From an optimization exercise on the open Yosys and OpenROAD flow, aimed at small area, a short achievable clock period and few clock cycles; shortcuts taken in it are not production practice. Function was checked by simulation only, so behaviour that the tests miss may differ from the original.

Setup of JK:
## mmm_r2mm_2n
module mmm_r2mm_2n
#(
    parameter K = 256
)
(
    input   wire            clk     ,
    input   wire            rst_n   ,
    input   wire [K-1  :0]  x       ,
    input   wire [K-1  :0]  y       ,
    input   wire [K-1  :0]  m       ,
    input   wire            req     ,
    output  wire [K-1  :0]  res     ,
    output  reg             val     
);
localparam KD = 8;
localparam SW = 265;
reg  [255:0]  Yr, Mr;
reg  [SW-1:0] Sr, Cr;
reg           cinr;
wire [31:0]   sel;
reg  [5:0]    cnt;
wire           s32;
wire [SW-1:0] ns, nc;
wire ncin;
wire idle  = (cnt == 6'd0);
wire start = req & idle;
wire it    = (cnt != 6'd0) && (cnt <= 6'd33);
wire f1    = (cnt == 6'd34);
wire f2    = (cnt == 6'd35);
wire clr   = idle | f2;
always @(posedge clk) begin Mr <= m; end
wire [KD-1:0] inv_t, inv3_t;
mmm_inv u_inv (.a(Mr[KD-1:1]), .inv(inv_t), .inv3(inv3_t));
wire [KD-1:0] q_0;
mmm_q u_q0 (.clk(clk), .clr(clr), .ns(ns[KD-1:0]), .nc(nc[KD-1:0]), .ncin(ncin), .inv(inv_t), .inv3(inv3_t), .q(q_0));
integer i;
reg [KD-1:0] xn, mn;
always @* begin
    xn = {KD{1'b0}}; mn = {KD{1'b0}};
    for (i = 1; i < 32; i = i + 1) begin
        xn = xn | ({KD{sel[i]}} & x[i*KD +: KD]);
  ...
Size: about 150000 um^2 of cells after synthesis.
export LEC_CHECK = 0
export CAP_MARGIN = 20
export CELL_PAD_IN_SITES_DETAIL_PLACEMENT = 1
export CORE_MARGIN = 2
export CORE_UTILIZATION = 55
export GPL_ROUTABILITY_DRIVEN = 0
export SETUP_SLACK_MARGIN = 2
export SLEW_MARGIN = 20
export SYNTH_HIERARCHICAL = 1
export SYNTH_MINIMUM_KEEP_SIZE = 0
export TNS_END_PERCENT = 40
create_clock -name core_clock -period 30.0 [get_ports {clk}]
standard.sh (not shown) runs the stock make flow with config.mk's settings and CLKGATE_MAP_FILE= SYNTH_SCRIPT=/design/flow/synth_recipe.tcl, a recipe that flattens the netlist after the stock synthesis.
==> flow/flow/run.sh <==
#!/bin/bash
set -uo pipefail
bash standard.sh SETUP_SLACK_MARGIN=22.5 MATCH_CELL_FOOTPRINT=0 \
  'BUFFER_PORTS_ARGS=-buffer_cell sky130_fd_sc_hd__buf_2' finish > standard_flow.log 2>&1
JK: PASS, flow complete, no timing, DRC or antenna violations
Testbench counts of JK, summed over its fixed seeds: cycles 34,568.
#### Input delta (MS over JK)
# JK
export LEC_CHECK = 0
export CAP_MARGIN = 20
export CELL_PAD_IN_SITES_DETAIL_PLACEMENT = 1
export CORE_MARGIN = 2
export CORE_UTILIZATION = 55
export GPL_ROUTABILITY_DRIVEN = 0
export SETUP_SLACK_MARGIN = 2
export SLEW_MARGIN = 20
export SYNTH_HIERARCHICAL = 1
export SYNTH_MINIMUM_KEEP_SIZE = 0
export TNS_END_PERCENT = 40
create_clock -name core_clock -period 30.0 [get_ports {clk}]
# MS
export LEC_CHECK = 0
export CAP_MARGIN = 20
export CELL_PAD_IN_SITES_DETAIL_PLACEMENT = 1
export CORE_MARGIN = 2
export CORE_UTILIZATION = 55
export SETUP_SLACK_MARGIN = 2
export SLEW_MARGIN = 20
export SYNTH_HIERARCHICAL = 1
export SYNTH_MINIMUM_KEEP_SIZE = 0
export TNS_END_PERCENT = 25
create_clock -name core_clock -period 30.0 [get_ports {clk}]
Results
MS ran to completion and came out clean on the timing, DRC and antenna checks.
Looking at last element of the critical path, the res[126] result is from JK; the res[237] one comes from MS.
As far as post-detailed-placement cell area is concerned, MS and JK perform about the same.
MS against JK: non-clock buffer share of cell area ~0 delta, area added between synthesis and finish ~0 delta, ratio of final minimum period to clock period ~0 delta.
[compare] base=JK new=MS: design area essentially unchanged; top achievable clock speed +about 0.33%; synthesized netlist cell count roughly the same.
Between MS and JK, the number of filler cells placed in the layout does not differ in any meaningful way.
MS vs JK: detailed route wirelength on metal3 up slightly

## port drivers added, routing unchanged
The results above use ideal ports. As a check the final layouts listed here were re-extracted and re-timed, cells and wires unchanged.
Step 1 assumes that a clkbuf_16 drives the clock port and a buf_2 every other input.
Step 2, shift: input delay + t, output delay - t, t = (earliest + latest rising clock arrival at the registers) / 2. This alone moves slack from input paths to output paths.
Slacks: ideal ports / drivers / drivers and shift; pairs: ideal ports / drivers.
run	t, ns	setup slack, ns	worst data-port slew with drivers (ns)
JK	0.996	22.312 / 22.190 / 21.689	0.55
MS	0.992	22.337 / 22.224 / 21.528	0.55
After both steps every run listed still meets setup and hold. The setup slack of MS, which loses most, moves by -0.113 ns with the drivers and by -0.809 ns with both steps.
